Background: an optimization exercise with open tools, aiming at small area and a short achievable clock period. Do not read the settings as production practice.
Function was not checked in any run shown here: the RTL went through the layout flow alone.
The clock cells of run 2 come from the design's own scripts or RTL, not from TritonCTS.
The clock input has no modelled driver; a real chip could not lean on it and would need a root buffer or a full tree.
Power and IR drop assume default switching activity.

## flow/design.v (module list and top-level ports; edited modules follow where they fit)
// module mult_unsigned: 1512 lines
// module mult_pg: 4 lines
// module mult_fa: 4 lines
// module mult_ha: 4 lines
module mult_unsigned (
	input clk, rst,
	input [15:0] A,
	input [23:0] B,
	output [39:0] result
);
  // ...
==> flow/flow/run.sh <==
#!/bin/bash
# Layout flow: the standard synthesis unchanged, then the standard ORFS
# steps with plain buffers on the ports and the setup-repair target below.
set -euo pipefail
bash standard.sh synth > synth.log 2>&1
sed -e 's/SETUP_SLACK_MARGIN=[-0-9.]*/SETUP_SLACK_MARGIN=5.2/' standard.sh > layout.sh
export BUFFER_PORTS_ARGS="-buffer_cell sky130_fd_sc_hd__buf_1"

bash layout.sh finish > layout.log 2>&1
==> flow/standard.sh <==
#!/bin/bash
# synth_recipe.tcl (not shown) runs the flow's synth.tcl, then flattens the netlist and writes it again
# the make line also repeats each setting of config.mk as NAME=value (left out here)
make -C /OpenROAD-flow-scripts/flow DESIGN_CONFIG=/design/flow/config.mk WORK_HOME=/design/flow/orfs CLKGATE_MAP_FILE= SYNTH_SCRIPT=/design/flow/synth_recipe.tcl "${@:-finish}"
==> flow/config.mk <==
export PLATFORM = sky130hd
export DESIGN_NAME = mult_unsigned
export DESIGN_NICKNAME = mult_unsigned
export VERILOG_FILES = /design/flow/design.v
export SDC_FILE = /design/flow/constraint.sdc
export NUM_CORES = 4
export LEC_CHECK = 0
export CAP_MARGIN = 20
export CORE_MARGIN = 2
export CORE_UTILIZATION = 40
export CTS_CLUSTER_DIAMETER = 100
export CTS_CLUSTER_SIZE = 30
export SETUP_SLACK_MARGIN = 5
export SLEW_MARGIN = 20
export SYNTH_HIERARCHICAL = 1
export SYNTH_MINIMUM_KEEP_SIZE = 0
==> flow/constraint.sdc <==
create_clock -name core_clock -period 8.0 [get_ports {clk}]
set_input_delay 1.6000 -clock core_clock [delete_from_list [all_inputs] [get_ports {clk}]]
set_output_delay 1.6000 -clock core_clock [all_outputs]
set_load 0.01 [all_outputs]
==> run notes, run 1 <==
Clock Tree Root clkbuf_16; most used routing layer met2; crit-path max FO 4; largest buffer count on any clock path 3; Most used DFF post-synth dfxtp_1; status no timing/DRC/antenna violations; total negative slack 0 ns; Antenna diodes 0; routed via count roughly 9,700; post-place setup slack between 4 and 5 ns; post-synthesis cell type count 49; top cells by instance count after synthesis dfxtp_1, xnor2_1, a22oi_1, fa_1, clkbuf_1; overall power around 0.0073 W; largest family of logic cells by synthesized area adder cells; Clock H-tree levels 1; Top pwr grp combinational logic; non-clk buf share ~3.0%; P_int 0.00442 W; combinational share of power a little under three fifths; cell accounting for the most synthesized area dfxtp_1; Leak around 6.4 nW; dpl hpwl between 20,000 and 25,000 µm; DRT iter0 DRCs ~740; initial antenna violation count 0; Post-Synth XOR/XNOR Area 13.3%
==> run 2: changes to the inputs <==
--- a/flow/design.v
+++ b/flow/design.v
@@ -3,17 +3,19 @@
 	input [15:0] A,
 	input [23:0] B,
 	output [39:0] result
 );
 reg [23:0] rb;
 reg [7:0] r_one, r_two, r_neg;
 reg r_a15;
 reg [115:0] r2;
-reg [39:0] r3, r4, r5;
+reg [20:0] r3lo;
+reg [39:20] r3x, r3y;
+reg [39:0] r4, r5;
 reg [3:0] v;
 wire [16:0] ax = {A, 1'b0};
 wire [7:0] e_one, e_two, e_neg;
 genvar gi;
 generate for (gi = 0; gi < 8; gi = gi + 1) begin : enc
 	assign e_one[gi] = ax[2*gi+1] ^ ax[2*gi];
 	assign e_two[gi] = (ax[2*gi+2] & ~ax[2*gi+1] & ~ax[2*gi]) | (~ax[2*gi+2] & ax[2*gi+1] & ax[2*gi]);
 	assign e_neg[gi] = ax[2*gi+2];
@@ -660,142 +662,142 @@
 wire p640;
 wire g641;
 wire p642;
 wire g643;
 wire p644;
 wire g645;
 wire p646;
 wire g647;
-wire p648;
-wire g649;
-wire p650;
-wire g651;
-wire p652;
-wire g653;
-wire p654;
-wire g655;
-wire p656;
-wire g657;
-wire p658;
-wire g659;
-wire p660;
-wire g661;
-wire p662;
-wire g663;
-wire p664;
-wire g665;
-wire p666;
+wire g648;
+wire p649;
+wire g650;
+wire p651;
+wire g652;
+wire p653;
+wire g654;
+wire p655;
+wire g656;
+wire p657;
+wire g658;
+wire p659;
+wire g660;
+wire p661;
+wire g662;
+wire p663;
+wire g664;
+wire p665;
+wire g666;
 wire g667;
-wire p668;
-wire g669;
-wire p670;
-wire g671;
-wire p672;
-wire g673;
-wire p674;
-wire g675;
-wire p676;
-wire g677;
-wire p678;
-wire g679;
-wire p680;
-wire g681;
-wire p682;
-wire g683;
-wire p684;
+wire g668;
+wire p669;
+wire g670;
+wire p671;
+wire g672;
+wire p673;
+wire g674;
+wire p675;
+wire g676;
+wire p677;
+wire g678;
+wire p679;
+wire g680;
+wire p681;
+wire g682;
+wire p683;
+wire g684;
 wire g685;
 wire g686;
-wire p687;
+wire g687;
 wire g688;
 wire p689;
 wire g690;
 wire p691;
 wire g692;
 wire p693;
 wire g694;
 wire p695;
 wire g696;
 wire p697;
 wire g698;
-wire p699;
+wire g699;
 wire g700;
-wire p701;
+wire g701;
 wire g702;
-wire p703;
+wire g703;
 wire g704;
-wire p705;
+wire g705;
 wire g706;
-wire p707;
+wire g707;
 wire g708;
-wire p709;
+wire g709;
 wire g710;
-wire p711;
-wire g712;
-wire p713;
-wire g714;
-wire p715;
-wire g716;
-wire p717;
-wire g718;
-wire p719;
-wire g720;
-wire p721;
-wire g722;
-wire p723;
-wire g724;
+wire g711;
+wire p712;
+wire g713;
+wire p714;
+wire g715;
+wire p716;
+wire g717;
+wire p718;
+wire g719;
+wire p720;
+wire g721;
+wire p722;
+wire g723;
+wire p724;
 wire g725;
-wire g726;
-wire p727;
-wire g728;
-wire p729;
-wire g730;
-wire p731;
-wire g732;
-wire p733;
-wire g734;
-wire p735;
-wire g736;
-wire p737;
-wire g738;
-wire p739;
-wire g740;
-wire p741;
-wire g742;
-wire p743;
-wire g744;
-wire p745;
-wire g746;
-wire p747;
-wire g748;
-wire p749;
-wire g750;
-wire p751;
-wire g752;
-wire p753;
+wire p726;
+wire g727;
+wire p728;
+wire g729;
+wire p730;
+wire g731;
+wire p732;
+wire g733;
+wire p734;
+wire g735;
+wire p736;
+wire g737;
+wire p738;
+wire g739;
+wire p740;
+wire g741;
+wire p742;
+wire g743;
+wire p744;
+wire g745;
+wire p746;
+wire g747;
+wire p748;
+wire g749;
+wire p750;
+wire g751;
+wire p752;
+wire g753;
 wire g754;
 wire p755;
 wire g756;
 wire p757;
 wire g758;
 wire p759;
 wire g760;
 wire p761;
 wire g762;
-wire g763;
+wire p763;
 wire g764;
-wire g765;
+wire p765;
 wire g766;
 wire p767;
 wire g768;
 wire p769;
 wire g770;
 wire p771;
 wire g772;
-wire p773;
+wire g773;
 wire g774;
 wire p775;
 wire g776;
 wire p777;
 wire g778;
 wire p779;
 wire g780;
 wire p781;
@@ -803,71 +805,42 @@
 wire p783;
 wire g784;
 wire p785;
 wire g786;
 wire p787;
 wire g788;
 wire p789;
 wire g790;
-wire p791;
+wire g791;
 wire g792;
-wire p793;
+wire g793;
 wire g794;
 wire p795;
 wire g796;
 wire p797;
 wire g798;
-wire g799;
+wire p799;
 wire g800;
-wire g801;
+wire p801;
 wire g802;
-wire g803;
+wire p803;
 wire g804;
 wire g805;
 wire g806;
-wire p807;
+wire g807;
 wire g808;
-wire p809;
+wire g809;
 wire g810;
-wire p811;
+wire g811;
 wire g812;
-wire p813;
+wire g813;
 wire g814;
-wire p815;
+wire g815;
 wire g816;
-wire p817;
-wire g818;
-wire p819;
-wire g820;
-wire p821;
-wire g822;
-wire g823;
-wire g824;
-wire g825;
-wire g826;
-wire g827;
-wire g828;
-wire g829;
-wire g830;
-wire g831;
-wire g832;
-wire g833;
-wire g834;
-wire g835;
-wire g836;
-wire g837;
-wire g838;
-wire g839;
-wire g840;
-wire g841;
-wire g842;
-wire g843;
-wire g844;
-wire g845;
 assign pp1 = ((r_one[0] & rb[0])) ^ r_neg[0];
 assign pp2 = ((r_one[0] & rb[1]) | (r_two[0] & rb[0])) ^ r_neg[0];
 assign pp3 = ((r_one[0] & rb[2]) | (r_two[0] & rb[1])) ^ r_neg[0];
 assign pp4 = ((r_one[0] & rb[3]) | (r_two[0] & rb[2])) ^ r_neg[0];
 assign pp5 = ((r_one[0] & rb[4]) | (r_two[0] & rb[3])) ^ r_neg[0];
 assign pp6 = ((r_one[0] & rb[5]) | (r_two[0] & rb[4])) ^ r_neg[0];
 assign pp7 = ((r_one[0] & rb[6]) | (r_two[0] & rb[5])) ^ r_neg[0];
 assign pp8 = ((r_one[0] & rb[7]) | (r_two[0] & rb[6])) ^ r_neg[0];
@@ -1300,209 +1273,181 @@
 mult_pg u195 (.a(c548), .b(s549), .p(p630), .g(g629));
 mult_pg u196 (.a(c550), .b(s551), .p(p632), .g(g631));
 mult_pg u197 (.a(c552), .b(s553), .p(p634), .g(g633));
 mult_pg u198 (.a(c554), .b(s555), .p(p636), .g(g635));
 mult_pg u199 (.a(c556), .b(s557), .p(p638), .g(g637));
 mult_pg u200 (.a(c558), .b(s559), .p(p640), .g(g639));
 mult_pg u201 (.a(c560), .b(s561), .p(p642), .g(g641));
 mult_pg u202 (.a(c562), .b(s563), .p(p644), .g(g643));
-mult_pg u203 (.a(c564), .b(s565), .p(p646), .g(g645));
-mult_pg u204 (.a(c566), .b(s567), .p(p648), .g(g647));
-mult_pg u205 (.a(c568), .b(s569), .p(p650), .g(g649));
-mult_pg u206 (.a(c570), .b(s571), .p(p652), .g(g651));
-mult_pg u207 (.a(c572), .b(s573), .p(p654), .g(g653));
-mult_pg u208 (.a(c574), .b(s575), .p(p656), .g(g655));
-mult_pg u209 (.a(c576), .b(s577), .p(p658), .g(g657));
-mult_pg u210 (.a(c578), .b(s579), .p(p660), .g(g659));
-mult_pg u211 (.a(c580), .b(s581), .p(p662), .g(g661));
-mult_pg u212 (.a(c582), .b(s583), .p(p664), .g(g663));
-mult_pg u213 (.a(c584), .b(s585), .p(p666), .g(g665));
-mult_pg u214 (.a(c586), .b(s587), .p(p668), .g(g667));
-mult_pg u215 (.a(c588), .b(s589), .p(p670), .g(g669));
-mult_pg u216 (.a(c590), .b(s591), .p(p672), .g(g671));
-mult_pg u217 (.a(c592), .b(s593), .p(p674), .g(g673));
-mult_pg u218 (.a(c594), .b(s595), .p(p676), .g(g675));
-mult_pg u219 (.a(c596), .b(s597), .p(p678), .g(g677));
-mult_pg u220 (.a(c598), .b(s599), .p(p680), .g(g679));
-mult_pg u221 (.a(c600), .b(s601), .p(p682), .g(g681));
-mult_pg u222 (.a(c602), .b(s603), .p(p684), .g(g683));
-assign g685 = g607 | (p608 & g605);
-assign g686 = g611 | (p612 & g609);
-assign p687 = p612 & p610;
-assign g688 = g615 | (p616 & g613);
-assign p689 = p616 & p614;
-assign g690 = g619 | (p620 & g617);
-assign p691 = p620 & p618;
-assign g692 = g623 | (p624 & g621);
-assign p693 = p624 & p622;
-assign g694 = g627 | (p628 & g625);
-assign p695 = p628 & p626;
-assign g696 = g631 | (p632 & g629);
-assign p697 = p632 & p630;
-assign g698 = g635 | (p636 & g633);
-assign p699 = p636 & p634;
-assign g700 = g639 | (p640 & g637);
-assign p701 = p640 & p638;
-assign g702 = g643 | (p644 & g641);
-assign p703 = p644 & p642;
-assign g704 = g647 | (p648 & g645);
-assign p705 = p648 & p646;
-assign g706 = g651 | (p652 & g649);
-assign p707 = p652 & p650;
-assign g708 = g655 | (p656 & g653);
-assign p709 = p656 & p654;
-assign g710 = g659 | (p660 & g657);
-assign p711 = p660 & p658;
-assign g712 = g663 | (p664 & g661);
-assign p713 = p664 & p662;
-assign g714 = g667 | (p668 & g665);
-assign p715 = p668 & p666;
-assign g716 = g671 | (p672 & g669);
-assign p717 = p672 & p670;
-assign g718 = g675 | (p676 & g673);
-assign p719 = p676 & p674;
-assign g720 = g679 | (p680 & g677);
-assign p721 = p680 & p678;
-assign g722 = g683 | (p684 & g681);
-assign p723 = p684 & p682;
-assign g724 = g609 | (p610 & g685);
-assign g725 = g686 | (p687 & g685);
-assign g726 = g617 | (p618 & g688);
-assign p727 = p618 & p689;
-assign g728 = g690 | (p691 & g688);
-assign p729 = p691 & p689;
-assign g730 = g625 | (p626 & g692);
-assign p731 = p626 & p693;
-assign g732 = g694 | (p695 & g692);
-assign p733 = p695 & p693;
-assign g734 = g633 | (p634 & g696);
-assign p735 = p634 & p697;
-assign g736 = g698 | (p699 & g696);
-assign p737 = p699 & p697;
-assign g738 = g641 | (p642 & g700);
-assign p739 = p642 & p701;
-assign g740 = g702 | (p703 & g700);
-assign p741 = p703 & p701;
-assign g742 = g649 | (p650 & g704);
-assign p743 = p650 & p705;
-assign g744 = g706 | (p707 & g704);
-assign p745 = p707 & p705;
-assign g746 = g657 | (p658 & g708);
-assign p747 = p658 & p709;
-assign g748 = g710 | (p711 & g708);
-assign p749 = p711 & p709;
-assign g750 = g665 | (p666 & g712);
-assign p751 = p666 & p713;
-assign g752 = g714 | (p715 & g712);
-assign p753 = p715 & p713;
-assign g754 = g673 | (p674 & g716);
-assign p755 = p674 & p717;
-assign g756 = g718 | (p719 & g716);
-assign p757 = p719 & p717;
-assign g758 = g681 | (p682 & g720);
-assign p759 = p682 & p721;
-assign g760 = g722 | (p723 & g720);
-assign p761 = p723 & p721;
-assign g762 = g613 | (p614 & g725);
-assign g763 = g688 | (p689 & g725);
-assign g764 = g726 | (p727 & g725);
-assign g765 = g728 | (p729 & g725);
-assign g766 = g629 | (p630 & g732);
-assign p767 = p630 & p733;
-assign g768 = g696 | (p697 & g732);
-assign p769 = p697 & p733;
-assign g770 = g734 | (p735 & g732);
-assign p771 = p735 & p733;
-assign g772 = g736 | (p737 & g732);
-assign p773 = p737 & p733;
-assign g774 = g645 | (p646 & g740);
-assign p775 = p646 & p741;
-assign g776 = g704 | (p705 & g740);
-assign p777 = p705 & p741;
-assign g778 = g742 | (p743 & g740);
-assign p779 = p743 & p741;
-assign g780 = g744 | (p745 & g740);
-assign p781 = p745 & p741;
-assign g782 = g661 | (p662 & g748);
-assign p783 = p662 & p749;
-assign g784 = g712 | (p713 & g748);
-assign p785 = p713 & p749;
-assign g786 = g750 | (p751 & g748);
-assign p787 = p751 & p749;
-assign g788 = g752 | (p753 & g748);
-assign p789 = p753 & p749;
-assign g790 = g677 | (p678 & g756);
-assign p791 = p678 & p757;
-assign g792 = g720 | (p721 & g756);
-assign p793 = p721 & p757;
-assign g794 = g758 | (p759 & g756);
-assign p795 = p759 & p757;
-assign g796 = g760 | (p761 & g756);
-assign p797 = p761 & p757;
-assign g798 = g621 | (p622 & g765);
-assign g799 = g692 | (p693 & g765);
-assign g800 = g730 | (p731 & g765);
-assign g801 = g732 | (p733 & g765);
-assign g802 = g766 | (p767 & g765);
-assign g803 = g768 | (p769 & g765);
-assign g804 = g770 | (p771 & g765);
-assign g805 = g772 | (p773 & g765);
-assign g806 = g653 | (p654 & g780);
-assign p807 = p654 & p781;
-assign g808 = g708 | (p709 & g780);
-assign p809 = p709 & p781;
-assign g810 = g746 | (p747 & g780);
-assign p811 = p747 & p781;
-assign g812 = g748 | (p749 & g780);
-assign p813 = p749 & p781;
-assign g814 = g782 | (p783 & g780);
-assign p815 = p783 & p781;
-assign g816 = g784 | (p785 & g780);
-assign p817 = p785 & p781;
-assign g818 = g786 | (p787 & g780);
-assign p819 = p787 & p781;
-assign g820 = g788 | (p789 & g780);
-assign p821 = p789 & p781;
-assign g822 = g637 | (p638 & g805);
-assign g823 = g700 | (p701 & g805);
-assign g824 = g738 | (p739 & g805);
-assign g825 = g740 | (p741 & g805);
-assign g826 = g774 | (p775 & g805);
-assign g827 = g776 | (p777 & g805);
-assign g828 = g778 | (p779 & g805);
-assign g829 = g780 | (p781 & g805);
-assign g830 = g806 | (p807 & g805);
-assign g831 = g808 | (p809 & g805);
-assign g832 = g810 | (p811 & g805);
-assign g833 = g812 | (p813 & g805);
-assign g834 = g814 | (p815 & g805);
-assign g835 = g816 | (p817 & g805);
-assign g836 = g818 | (p819 & g805);
-assign g837 = g820 | (p821 & g805);
-assign g838 = g669 | (p670 & g837);
-assign g839 = g716 | (p717 & g837);
-assign g840 = g754 | (p755 & g837);
-assign g841 = g756 | (p757 & g837);
-assign g842 = g790 | (p791 & g837);
-assign g843 = g792 | (p793 & g837);
-assign g844 = g794 | (p795 & g837);
-assign g845 = g796 | (p797 & g837);
+mult_pg u203 (.a(1'b0), .b(1'b0), .p(p646), .g(g645));
+assign g647 = g607 | (p608 & g605);
+assign g648 = g611 | (p612 & g609);
+assign p649 = p612 & p610;
+assign g650 = g615 | (p616 & g613);
+assign p651 = p616 & p614;
+assign g652 = g619 | (p620 & g617);
+assign p653 = p620 & p618;
+assign g654 = g623 | (p624 & g621);
+assign p655 = p624 & p622;
+assign g656 = g627 | (p628 & g625);
+assign p657 = p628 & p626;
+assign g658 = g631 | (p632 & g629);
+assign p659 = p632 & p630;
+assign g660 = g635 | (p636 & g633);
+assign p661 = p636 & p634;
+assign g662 = g639 | (p640 & g637);
+assign p663 = p640 & p638;
+assign g664 = g643 | (p644 & g641);
+assign p665 = p644 & p642;
+assign g666 = g609 | (p610 & g647);
+assign g667 = g648 | (p649 & g647);
+assign g668 = g617 | (p618 & g650);
+assign p669 = p618 & p651;
+assign g670 = g652 | (p653 & g650);
+assign p671 = p653 & p651;
+assign g672 = g625 | (p626 & g654);
+assign p673 = p626 & p655;
+assign g674 = g656 | (p657 & g654);
+assign p675 = p657 & p655;
+assign g676 = g633 | (p634 & g658);
+assign p677 = p634 & p659;
+assign g678 = g660 | (p661 & g658);
+assign p679 = p661 & p659;
+assign g680 = g641 | (p642 & g662);
+assign p681 = p642 & p663;
+assign g682 = g664 | (p665 & g662);
+assign p683 = p665 & p663;
+assign g684 = g613 | (p614 & g667);
+assign g685 = g650 | (p651 & g667);
+assign g686 = g668 | (p669 & g667);
+assign g687 = g670 | (p671 & g667);
+assign g688 = g629 | (p630 & g674);
+assign p689 = p630 & p675;
+assign g690 = g658 | (p659 & g674);
+assign p691 = p659 & p675;
+assign g692 = g676 | (p677 & g674);
+assign p693 = p677 & p675;
+assign g694 = g678 | (p679 & g674);
+assign p695 = p679 & p675;
+assign g696 = g645 | (p646 & g682);
+assign p697 = p646 & p683;
+assign g698 = g621 | (p622 & g687);
+assign g699 = g654 | (p655 & g687);
+assign g700 = g672 | (p673 & g687);
+assign g701 = g674 | (p675 & g687);
+assign g702 = g688 | (p689 & g687);
+assign g703 = g690 | (p691 & g687);
+assign g704 = g692 | (p693 & g687);
+assign g705 = g694 | (p695 & g687);
+assign g706 = g637 | (p638 & g705);
+assign g707 = g662 | (p663 & g705);
+assign g708 = g680 | (p681 & g705);
+assign g709 = g682 | (p683 & g705);
+assign g710 = g696 | (p697 & g705);
+mult_pg u204 (.a(r3lo[20]), .b(r3lo[20]), .p(p712), .g(g711));
+mult_pg u205 (.a(r3x[20]), .b(r3y[20]), .p(p714), .g(g713));
+mult_pg u206 (.a(r3x[21]), .b(r3y[21]), .p(p716), .g(g715));
+mult_pg u207 (.a(r3x[22]), .b(r3y[22]), .p(p718), .g(g717));
+mult_pg u208 (.a(r3x[23]), .b(r3y[23]), .p(p720), .g(g719));
+mult_pg u209 (.a(r3x[24]), .b(r3y[24]), .p(p722), .g(g721));
+mult_pg u210 (.a(r3x[25]), .b(r3y[25]), .p(p724), .g(g723));
+mult_pg u211 (.a(r3x[26]), .b(r3y[26]), .p(p726), .g(g725));
+mult_pg u212 (.a(r3x[27]), .b(r3y[27]), .p(p728), .g(g727));
+mult_pg u213 (.a(r3x[28]), .b(r3y[28]), .p(p730), .g(g729));
+mult_pg u214 (.a(r3x[29]), .b(r3y[29]), .p(p732), .g(g731));
+mult_pg u215 (.a(r3x[30]), .b(r3y[30]), .p(p734), .g(g733));
+mult_pg u216 (.a(r3x[31]), .b(r3y[31]), .p(p736), .g(g735));
+mult_pg u217 (.a(r3x[32]), .b(r3y[32]), .p(p738), .g(g737));
+mult_pg u218 (.a(r3x[33]), .b(r3y[33]), .p(p740), .g(g739));
+mult_pg u219 (.a(r3x[34]), .b(r3y[34]), .p(p742), .g(g741));
+mult_pg u220 (.a(r3x[35]), .b(r3y[35]), .p(p744), .g(g743));
+mult_pg u221 (.a(r3x[36]), .b(r3y[36]), .p(p746), .g(g745));
+mult_pg u222 (.a(r3x[37]), .b(r3y[37]), .p(p748), .g(g747));
+mult_pg u223 (.a(r3x[38]), .b(r3y[38]), .p(p750), .g(g749));
+mult_pg u224 (.a(r3x[39]), .b(r3y[39]), .p(p752), .g(g751));
+assign g753 = g713 | (p714 & g711);
+assign g754 = g717 | (p718 & g715);
+assign p755 = p718 & p716;
+assign g756 = g721 | (p722 & g719);
+assign p757 = p722 & p720;
+assign g758 = g725 | (p726 & g723);
+assign p759 = p726 & p724;
+assign g760 = g729 | (p730 & g727);
+assign p761 = p730 & p728;
+assign g762 = g733 | (p734 & g731);
+assign p763 = p734 & p732;
+assign g764 = g737 | (p738 & g735);
+assign p765 = p738 & p736;
+assign g766 = g741 | (p742 & g739);
+assign p767 = p742 & p740;
+assign g768 = g745 | (p746 & g743);
+assign p769 = p746 & p744;
+assign g770 = g749 | (p750 & g747);
+assign p771 = p750 & p748;
+assign g772 = g715 | (p716 & g753);
+assign g773 = g754 | (p755 & g753);
+assign g774 = g723 | (p724 & g756);
+assign p775 = p724 & p757;
+assign g776 = g758 | (p759 & g756);
+assign p777 = p759 & p757;
+assign g778 = g731 | (p732 & g760);
+assign p779 = p732 & p761;
+assign g780 = g762 | (p763 & g760);
+assign p781 = p763 & p761;
+assign g782 = g739 | (p740 & g764);
+assign p783 = p740 & p765;
+assign g784 = g766 | (p767 & g764);
+assign p785 = p767 & p765;
+assign g786 = g747 | (p748 & g768);
+assign p787 = p748 & p769;
+assign g788 = g770 | (p771 & g768);
+assign p789 = p771 & p769;
+assign g790 = g719 | (p720 & g773);
+assign g791 = g756 | (p757 & g773);
+assign g792 = g774 | (p775 & g773);
+assign g793 = g776 | (p777 & g773);
+assign g794 = g735 | (p736 & g780);
+assign p795 = p736 & p781;
+assign g796 = g764 | (p765 & g780);
+assign p797 = p765 & p781;
+assign g798 = g782 | (p783 & g780);
+assign p799 = p783 & p781;
+assign g800 = g784 | (p785 & g780);
+assign p801 = p785 & p781;
+assign g802 = g751 | (p752 & g788);
+assign p803 = p752 & p789;
+assign g804 = g727 | (p728 & g793);
+assign g805 = g760 | (p761 & g793);
+assign g806 = g778 | (p779 & g793);
+assign g807 = g780 | (p781 & g793);
+assign g808 = g794 | (p795 & g793);
+assign g809 = g796 | (p797 & g793);
+assign g810 = g798 | (p799 & g793);
+assign g811 = g800 | (p801 & g793);
+assign g812 = g743 | (p744 & g811);
+assign g813 = g768 | (p769 & g811);
+assign g814 = g786 | (p787 & g811);
+assign g815 = g788 | (p789 & g811);
+assign g816 = g802 | (p803 & g811);
 wire [39:0] sx = {c602, c600, c598, c596, c594, c592, c590, c588, c586, c584, c582, c580, c578, c576, c574, c572, c570, c568, c566, c564, c562, c560, c558, c556, c554, c552, c550, c548, c546, c544, c542, c540, c538, c536, c534, c532, c530, r2[5], r2[2], r2[0]};
 wire [39:0] sy = {s603, s601, s599, s597, s595, s593, s591, s589, s587, s585, s583, s581, s579, s577, s575, s573, s571, s569, s567, s565, s563, s561, s559, s557, s555, s553, s551, s549, s547, s545, s543, s541, s539, s537, s535, s533, s531, s529, 1'b0, r2[1]};
-wire [39:0] prod = {(p684 ^ g844), (p682 ^ g843), (p680 ^ g842), (p678 ^ g841), (p676 ^ g840), (p674 ^ g839), (p672 ^ g838), (p670 ^ g837), (p668 ^ g836), (p666 ^ g835), (p664 ^ g834), (p662 ^ g833), (p660 ^ g832), (p658 ^ g831), (p656 ^ g830), (p654 ^ g829), (p652 ^ g828), (p650 ^ g827), (p648 ^ g826), (p646 ^ g825), (p644 ^ g824), (p642 ^ g823), (p640 ^ g822), (p638 ^ g805), (p636 ^ g804), (p634 ^ g803), (p632 ^ g802), (p630 ^ g801), (p628 ^ g800), (p626 ^ g799), (p624 ^ g798), (p622 ^ g765), (p620 ^ g764), (p618 ^ g763), (p616 ^ g762), (p614 ^ g725), (p612 ^ g724), (p610 ^ g685), (p608 ^ g605), p606};
+wire [20:0] sum_lo = {(p646 ^ g709), (p644 ^ g708), (p642 ^ g707), (p640 ^ g706), (p638 ^ g705), (p636 ^ g704), (p634 ^ g703), (p632 ^ g702), (p630 ^ g701), (p628 ^ g700), (p626 ^ g699), (p624 ^ g698), (p622 ^ g687), (p620 ^ g686), (p618 ^ g685), (p616 ^ g684), (p614 ^ g667), (p612 ^ g666), (p610 ^ g647), (p608 ^ g605), p606};
+wire [39:20] sum_hi = {(p752 ^ g815), (p750 ^ g814), (p748 ^ g813), (p746 ^ g812), (p744 ^ g811), (p742 ^ g810), (p740 ^ g809), (p738 ^ g808), (p736 ^ g807), (p734 ^ g806), (p732 ^ g805), (p730 ^ g804), (p728 ^ g793), (p726 ^ g792), (p724 ^ g791), (p722 ^ g790), (p720 ^ g773), (p718 ^ g772), (p716 ^ g753), (p714 ^ g711)};
 always @(posedge clk) begin
 	rb <= B;
 	r_one <= e_one;
 	r_two <= e_two;
 	r_neg <= e_neg;
 	r_a15 <= A[15];
 	r2 <= {pp231, pp232, ns208, pp207, i240, c528, s527, pp206, c526, s525, c460, c524, s523, c458, c522, s521, s457, c520, s519, c452, c518, s517, c448, c516, s515, c444, c514, s513, s443, c512, s511, s439, c510, s509, s435, c508, s507, s431, c506, s505, s427, c504, s503, s423, c502, s501, s419, c500, s499, s415, c498, s497, s411, c496, s495, s407, c494, s493, s403, c492, s491, s399, c490, s489, s395, c488, s487, s391, c486, s485, s387, c484, s483, s383, c482, s481, s379, c480, s479, s375, c478, s477, s371, c476, s475, s367, c474, s473, s363, c472, s471, s359, c470, s469, s355, c468, s467, s351, c466, s465, s349, c464, s463, pp54, c462, s461, pp53, pp29, pp28, pp4, pp27, pp3, r_neg[1], pp2, pp1, r_neg[0]};
-	r3 <= prod;
-	r4 <= r3;
+	r3lo <= sum_lo;
+	r3x <= sx[39:20];
+	r3y <= sy[39:20];
+	r4 <= {sum_hi, r3lo[19:0]};
 end
 always @(posedge clk or posedge rst) begin
 	if (rst) begin
 		v <= 4'b0;
 		r5 <= 40'b0;
 	end else begin
 		v <= {v[2:0], 1'b1};
 		r5 <= r4 & {40{v[3]}};
==> flow/flow/run.sh (replaced) <==
#!/bin/bash
# Layout flow: the standard synthesis unchanged, then the standard ORFS
# steps with plain buffers on the ports and the setup-repair target below.
set -euo pipefail
bash standard.sh synth > synth.log 2>&1
sed -e 's/SETUP_SLACK_MARGIN=[-0-9.]*/SETUP_SLACK_MARGIN=5.3/' standard.sh > layout.sh
export BUFFER_PORTS_ARGS="-buffer_cell sky130_fd_sc_hd__buf_1"
export PRE_CTS_TCL=$(pwd)/flow/manual_cts.tcl MCTS_LEAVES=16 MCTS_ROOTS=4
bash layout.sh finish > layout.log 2>&1
==> flow/flow/manual_cts.tcl (new file) <==
# Two-level clock tree built by hand, in place of the flow's clock tree
# synthesis: the clock port drives a few root buffers; each root buffer drives
# the leaf buffers of its region, and each leaf buffer drives one cluster of
# flip-flops (k-means on their positions). Every register gets the same two
# buffer stages; no register's clock is delayed on purpose.
proc mcts_kmeans {pts k} {
  # pts: list of {x y}; returns {assign cx cy counts}
  set n [llength $pts]
  set sorted [lsort -real -index 0 $pts]
  set cx {}; set cy {}
  for {set i 0} {$i < $k} {incr i} {
    set s [lindex $sorted [expr {int(($i + 0.5) * $n / $k)}]]
    lappend cx [lindex $s 0]; lappend cy [lindex $s 1]
  }
  for {set iter 0} {$iter < 40} {incr iter} {
    set sx [lrepeat $k 0.0]; set sy [lrepeat $k 0.0]; set sc [lrepeat $k 0]
    set assign {}
    foreach s $pts {
      set best 0; set bd 1e30
      for {set i 0} {$i < $k} {incr i} {
        set d [expr {abs([lindex $s 0] - [lindex $cx $i]) + abs([lindex $s 1] - [lindex $cy $i])}]
        if {$d < $bd} { set bd $d; set best $i }
      }
      lappend assign $best
      lset sx $best [expr {[lindex $sx $best] + [lindex $s 0]}]
      lset sy $best [expr {[lindex $sy $best] + [lindex $s 1]}]
      lset sc $best [expr {[lindex $sc $best] + 1}]
    }
    for {set i 0} {$i < $k} {incr i} {
      if {[lindex $sc $i] > 0} {
        lset cx $i [expr {[lindex $sx $i] / [lindex $sc $i]}]
        lset cy $i [expr {[lindex $sy $i] / [lindex $sc $i]}]
      }
    }
  }
  return [list $assign $cx $cy $sc]
}

# capacity-limited assignment of points to centres (nearest first), with the
# centres moved to their points' mean, repeated
proc mcts_balance {pts cx cy cap} {
  set n [llength $pts]
  set k [llength $cx]
  for {set iter 0} {$iter < 10} {incr iter} {
    set pairs {}
    for {set l 0} {$l < $n} {incr l} {
      set p [lindex $pts $l]
      for {set r 0} {$r < $k} {incr r} {
        lappend pairs [list [expr {abs([lindex $p 0] - [lindex $cx $r]) + abs([lindex $p 1] - [lindex $cy $r])}] $l $r]
      }
    }
    set assign [lrepeat $n -1]
    set sc [lrepeat $k 0]
    foreach pr [lsort -real -index 0 $pairs] {
      lassign $pr d l r
      if {[lindex $assign $l] >= 0 || [lindex $sc $r] >= $cap} { continue }
      lset assign $l $r
      lset sc $r [expr {[lindex $sc $r] + 1}]
    }
    set sx [lrepeat $k 0.0]; set sy [lrepeat $k 0.0]
    for {set l 0} {$l < $n} {incr l} {
      set r [lindex $assign $l]
      lset sx $r [expr {[lindex $sx $r] + [lindex $pts $l 0]}]
      lset sy $r [expr {[lindex $sy $r] + [lindex $pts $l 1]}]
    }
    for {set r 0} {$r < $k} {incr r} {
      if {[lindex $sc $r] > 0} { lset cx $r [expr {[lindex $sx $r] / [lindex $sc $r]}]; lset cy $r [expr {[lindex $sy $r] / [lindex $sc $r]}] }
    }
  }
  return [list $assign $cx $cy $sc]
}

proc mcts_build {nleaf nroot} {
  set block [ord::get_db_block]
  set db [ord::get_db]
  set clknet [[$block findBTerm clk] getNet]
  set master [$db findMaster sky130_fd_sc_hd__clkbuf_16]
  set sinks {}; set pts {}
  foreach it [$clknet getITerms] {
    set inst [$it getInst]
    set loc [$inst getLocation]
    set m [$inst getMaster]
    lappend sinks $it
    lappend pts [list [expr {[lindex $loc 0] + [$m getWidth] / 2}] [expr {[lindex $loc 1] + [$m getHeight] / 2}]]
  }
  lassign [mcts_kmeans $pts $nleaf] assign cx cy sc
  lassign [mcts_balance $pts $cx $cy [expr {int(ceil(double([llength $pts]) / $nleaf))}]] assign cx cy sc
  set lpts {}; set lidx {}
  for {set i 0} {$i < $nleaf} {incr i} {
    if {[lindex $sc $i] > 0} { lappend lpts [list [lindex $cx $i] [lindex $cy $i]]; lappend lidx $i }
  }
  lassign [mcts_kmeans $lpts $nroot] rassign rcx rcy rsc
  # balance: every root buffer drives the same number of leaf buffers (+-1)
  set nl [llength $lpts]
  set cap [expr {int(ceil(double($nl) / $nroot))}]
  for {set iter 0} {$iter < 10} {incr iter} {
    set pairs {}
    for {set l 0} {$l < $nl} {incr l} {
      for {set r 0} {$r < $nroot} {incr r} {
        set p [lindex $lpts $l]
        lappend pairs [list [expr {abs([lindex $p 0] - [lindex $rcx $r]) + abs([lindex $p 1] - [lindex $rcy $r])}] $l $r]
      }
    }
    set rassign [lrepeat $nl -1]
    set rsc [lrepeat $nroot 0]
    foreach pr [lsort -real -index 0 $pairs] {
      lassign $pr d l r
      if {[lindex $rassign $l] >= 0 || [lindex $rsc $r] >= $cap} { continue }
      lset rassign $l $r
      lset rsc $r [expr {[lindex $rsc $r] + 1}]
    }
    for {set r 0} {$r < $nroot} {incr r} {
      set sx 0.0; set sy 0.0; set c 0
      for {set l 0} {$l < $nl} {incr l} {
        if {[lindex $rassign $l] == $r} {
          set sx [expr {$sx + [lindex $lpts $l 0]}]; set sy [expr {$sy + [lindex $lpts $l 1]}]; incr c
        }
      }
      if {$c > 0} { lset rcx $r [expr {$sx / $c}]; lset rcy $r [expr {$sy / $c}] }
    }
  }
  set rootnets {}
  for {set r 0} {$r < $nroot} {incr r} {
    if {[lindex $rsc $r] == 0} { lappend rootnets {}; continue }
    set root [odb::dbInst_create $block $master mcts_root_$r]
    $root setLocation [expr {int([lindex $rcx $r])}] [expr {int([lindex $rcy $r])}]
    $root setPlacementStatus PLACED
    [$root findITerm A] connect $clknet
    set rnet [odb::dbNet_create $block mcts_root_net_$r]
    $rnet setSigType CLOCK
    [$root findITerm X] connect $rnet
    lappend rootnets $rnet
  }
  set leafnets [lrepeat $nleaf {}]
  set j 0
  foreach i $lidx {
    set leaf [odb::dbInst_create $block $master mcts_leaf_$i]
    $leaf setLocation [expr {int([lindex $cx $i])}] [expr {int([lindex $cy $i])}]
    $leaf setPlacementStatus PLACED
    [$leaf findITerm A] connect [lindex $rootnets [lindex $rassign $j]]
    set lnet [odb::dbNet_create $block mcts_leaf_net_$i]
    $lnet setSigType CLOCK
    [$leaf findITerm X] connect $lnet
    lset leafnets $i $lnet
    incr j
  }
  set j 0
  foreach it $sinks {
    $it disconnect
    $it connect [lindex $leafnets [lindex $assign $j]]
    incr j
  }
  puts "manual clock tree: [llength $sinks] sinks, [llength $lidx] leaf buffers $sc, $nroot root buffers $rsc"
}

set mcts_leaves 10
set mcts_roots 3
if {[info exists ::env(MCTS_LEAVES)]} { set mcts_leaves $::env(MCTS_LEAVES) }
if {[info exists ::env(MCTS_ROOTS)]} { set mcts_roots $::env(MCTS_ROOTS) }
mcts_build $mcts_leaves $mcts_roots
set_propagated_clock [all_clocks]
# the tree is built: the flow's clock_tree_synthesis call becomes a no-op
rename clock_tree_synthesis mcts_orig_clock_tree_synthesis
proc clock_tree_synthesis {args} { puts "clock_tree_synthesis skipped: manual clock tree" }
==> flow/config.mk (replaced) <==
export PLATFORM = sky130hd
export DESIGN_NAME = mult_unsigned
export DESIGN_NICKNAME = mult_unsigned
export VERILOG_FILES = /design/flow/design.v
export SDC_FILE = /design/flow/constraint.sdc
export NUM_CORES = 4
export LEC_CHECK = 0
export CAP_MARGIN = 20
export CORE_MARGIN = 2
export CORE_UTILIZATION = 40
export SETUP_SLACK_MARGIN = 5
export SLEW_MARGIN = 20
export SYNTH_HIERARCHICAL = 1
export SYNTH_MINIMUM_KEEP_SIZE = 0
==> run notes, run 2 <==
number of global-route vias before repair 10,300 (was 10,500); CTS clk-pin slew, worst paths 0.08 ns (was 0.12 ns); Synth top area share 33.7% (was 31.7%); sequence of cells on the critical path fa_1 > ha_4 > nand3_4 > a211oi_4 > nor3_2 > buf_4 > a211oi_4 > o2111ai_2 > a311o_1 > o311ai_2 (was fa_1 > ha_4 > a21o_1 > a21o_1 > a21oi_2 > o211ai_4 > a31o_4 > a21oi_4 > o211ai_2 > and3_1 > a311o_1); Core Rows 72 (was 71); Post-synth EDFFs 0 (unchanged); total wire length 35,300 µm (was 36,800 µm); I/O pins 82 (unchanged); Syn Area/Cell 12.1 µm² (was 12.0 µm²); Initial Util 40.6% (was 40.7%); CP Launch Type register (unchanged); Final Setup Violations 0 (unchanged); post-synthesis cell type count 35 (was 49); Most used DFF post-synth dfxtp_1 (unchanged); RSZ-0062 raised after global routing true (unchanged); DIE AREA 40,900 µm² (was 40,100 µm²); Largest regs r2 x116, r4 x40, r5 x40; top cells by area, synth dfxtp_1, fa_1, xnor2_1, a22oi_1, dfrtp_1 (unchanged); worst flop-to-flop path endpoint r3lo[19] (was r3[39]); chip height 202 µm (was 200 µm); most common cell after layout, fill and taps aside dfxtp_1 (was xnor2_1); Worst-Margin Slew 0.813 ns (was 0.770 ns); first drt pass iteration count 7 (was 5); most frequent cell after synthesis dfxtp_1 (unchanged); RR Startpoint r2[23] (was r2[37]); routed via count 9,481 (was 9,745); Slew Limit Fails 0 (unchanged); Worst Reg-to-Reg Cells 10 (was 11); Max-Cap Viols 0 (unchanged); Yosys Warn Count 7 (unchanged); clock latency on the worst-skew pair 0.31 ns (was 0.53 ns); GP Congestion 0.826 (was 0.866); Critical Path Sink Type register (unchanged); most frequent cells in the layout dfxtp_1, xnor2_1, a22oi_1, fa_1, buf_1 (was xnor2_1, dfxtp_1, a22oi_1, fa_1, buf_1); Post-Syn Instances 1,300 (was 1,290); Hold Crit Depth 0 (unchanged); Critical Path RT 8.22 ns (was 8.40 ns); Synth async-reset ratio 14.2% (was 15.3%); Hold Path Sink r4[1] (was r4[31]); register area share after synthesis 40.7% (was 38.8%); antenna-violating nets left 0 (unchanged); Clock Skews 0.0115 ns (was 0.0351 ns); final worst slack 5.30 ns (was 5.00 ns); maximum clock rate 370 MHz (was 333 MHz); min-delay src r3lo[1] (was r3[31]); remaining global-route overflow 0 (unchanged); CP dominant cell by count a211oi_4 (was a21o_1); post-place setup slack 4.81 ns (was 4.87 ns); Port Buffers 81 (unchanged); largest net degree at the start of global routing 52 (unchanged); ratio of cells with drive above 1 in the final layout 7.63% (was 9.85%); Die W 202 µm (was 200 µm); Area Overhead vs Synth 9.10% (was 9.31%); crit-path max FO 4 (unchanged); r2r setup slk 5.30 ns (was 5.00 ns); crit path time final 2.70 ns (was 3.00 ns); HP Class reg -> reg (unchanged); status no timing/DRC/antenna violations (unchanged); DRC viols 0 (unchanged); first-pass GRT wire length 57,000 µm (was 59,100 µm); count of state elements after synthesis 309 (was 288); Total GRT Usage 17.4% (was 18.6%); nets 1,589 (was 1,572); crit path kind reg -> reg (unchanged); max reg flops 116 (unchanged); initial antenna violation count 0 (unchanged); worst rel slew slack 45.7% (was 48.6%); Leak 6.59 nW (was 6.43 nW); largest register by flop count r2 (unchanged); dpl hpwl 23,200 µm (was 23,500 µm); vias per cell 5.18 (was 5.35); per-cell routed wire length 19.3 µm (was 20.2 µm); PD cells 367 nW/µm² (was 432 nW/µm²); Post-Syn Area 15,700 µm² (was 15,400 µm²); Core Footprint 38,700 µm² (was 37,800 µm²); top cells by instance count after synthesis dfxtp_1, xnor2_1, a22oi_1, fa_1, clkbuf_1 (unchanged); arrival time worst endpoint 2.92 ns (was 3.40 ns); Final period util 33.7% (was 37.5%); Crit-path slowest cell fa_1 (unchanged); cell accounting for the most synthesized area dfxtp_1 (unchanged); worst vdd ir 0.000186 V (was 0.000191 V); DRT iter0 DRCs 772 (was 737); max incr delay on CP 0.53 ns (was 0.58 ns); Antenna diodes 0 (unchanged); total negative slack 0 ns (unchanged); Hold Fails Final Rpt 0 (unchanged)
[run 2: cell count changes in the layout (fill, tap and decap cells not counted), sizes merged, moves of 3 or more]
cell,change
nand4,-3
nor4,-3
nor2b,-3
a211oi,+4
dfxtp,+21
o21a,-3
nand2,-6
ha,+6
a21oi,-4
buf,-7
[run 2: worst max-delay path, delay by kind of cell (launching register included)]
kind | cells | cell delay, ns
DFF | 1 | 0.33
AOI/OAI and AO/OA | 5 | 1.14
buffers and inverters | 1 | 0.15
adders and majority gates | 2 | 0.85
and+or+nand+nor | 2 | 0.13
[run 2: logic make-up (layout without fill, tap and decap cells)]
kind of cell             after synthesis  in the layout  share of synthesized area (%)
flip-flops                           309            309                           40.7
AO/OA/AOI/OAI                        241            241                           11.3
XOR/XNOR                             235            235                           13.1
adder cells (fa/ha/maj)              234            234                           26.6
AND/OR/NAND/NOR                      143            143                           4.99
buffers and inverters                136            145                           3.24
other                                  2              4                         0.0477
[run 2: how the worst max path moves through the flow]
stage | endpoint | from | cells after the start | slack [ns]
2_1_floorplan | r5[0] | rst | 1 | 5.37
5_1_grt | r3lo[19] | r2[23] | 10 | 5.19
3_5_place_dp | r2[49] | r_one[0] | 5 | 4.81
4_1_cts | r2[49] | r_one[3] | 5 | 5.23
6_report | r3lo[19] | r2[23] | 10 | 5.30
3_3_place_gp | r2[49] | r_one[0] | 5 | 4.79
[run 2: per-module statistics from Yosys (local to each module, per instance)]
module / flops+latches / times used / cells / area [µm²]
mult_unsigned: 309 / 1 / 1076 / 11700
mult_ha: 0 / 14 / 1 / 12.5
mult_pg: 0 / 42 / 1 / 12.5
mult_fa: 0 / 168 / 1 / 20.0
[run 2: stage by stage]
| step | utilization [%] | area, µm² | power (W) | hold slack [ns] | cells |
|---|---|---|---|---|---|
| floorplan | - | 15800 | 0.00451 | 0.310 | 1302 |
| CTS | 44.0 | 17100 | 0.00634 | 0.334 | 1829 |
| detailed placement | 42.4 | 16400 | 0.00530 | 0.316 | 1807 |
| global route | 44.3 | 17200 | 0.00690 | 0.340 | 1829 |
| finish | 44.3 | 17200 | 0.00630 | 0.332 | 1829 |
| global placement | 42.4 | 16400 | 0.00523 | 0.315 | 1807 |
[run 2: what timing repair did]
action                     CTS  global route
hold buffers                 0             0
setup endpoints to repair   57            31
pin swaps                   10            12
gates resized for setup     45            33
buffers inserted             2             0
[run 2: per-layer routing]
| layer | up-vias | routed length [µm] | global-route usage (%) |
|---|---|---|---|
| li1 | 4337 | - | - |
| met1 | 4687 | 15400 | 24.7 |
| met2 | 388 | 16000 | 28.1 |
| met3 | 69 | 2970 | 2.63 |
| met4 | 0 | 852 | 3.91 |
| met5 | - | 0 | 0 |
[run 2: final cells by class]
cell class / instances / area [µm²]
fillers: 3632 / 21600
multi-input cells: 857 / 8950
flip-flops and latches: 309 / 6500
well taps: 518 / 648
plain buffers: 20 / 500
repair buffers: 100 / 473
inverters: 25 / 95.1
[run 2: power breakdown]
part	internal [W]	switching (W)
clock	0.000448	0.000461
sequential	0.00218	0.000285
combinational	0.00140	0.00152
total	0.00403	0.00227

## static timing again, ports no longer ideal
Ports are ideal in the flow. The routed layouts listed here were re-timed in OpenROAD. Step 1, drivers: a clkbuf_16 drives clk and a buf_2 each remaining input, both assumed. Step 2 adds t to the input delays and takes it off the output delays; t is the mean of the earliest and latest rising clock arrival at the registers after step 1. Input paths then give back, and output paths get back, about the clock's delay inside the block. Three values: ideal, step 1, step 2; two values: the first two.
run | t (ns) | slack for setup (ns) | worst setup path at the end | worst register clock-pin slew, ns | worst data-port slew with drivers (ns)
run 1 | 0.565 | 5.000 / 5.000 / 5.000 | register to register | 0.12 / 0.12 | 0.05
run 2 | 0.415 | 5.300 / 5.300 / 5.300 | register to register | 0.08 / 0.08 | 0.05
After both steps every run listed still meets setup and hold.
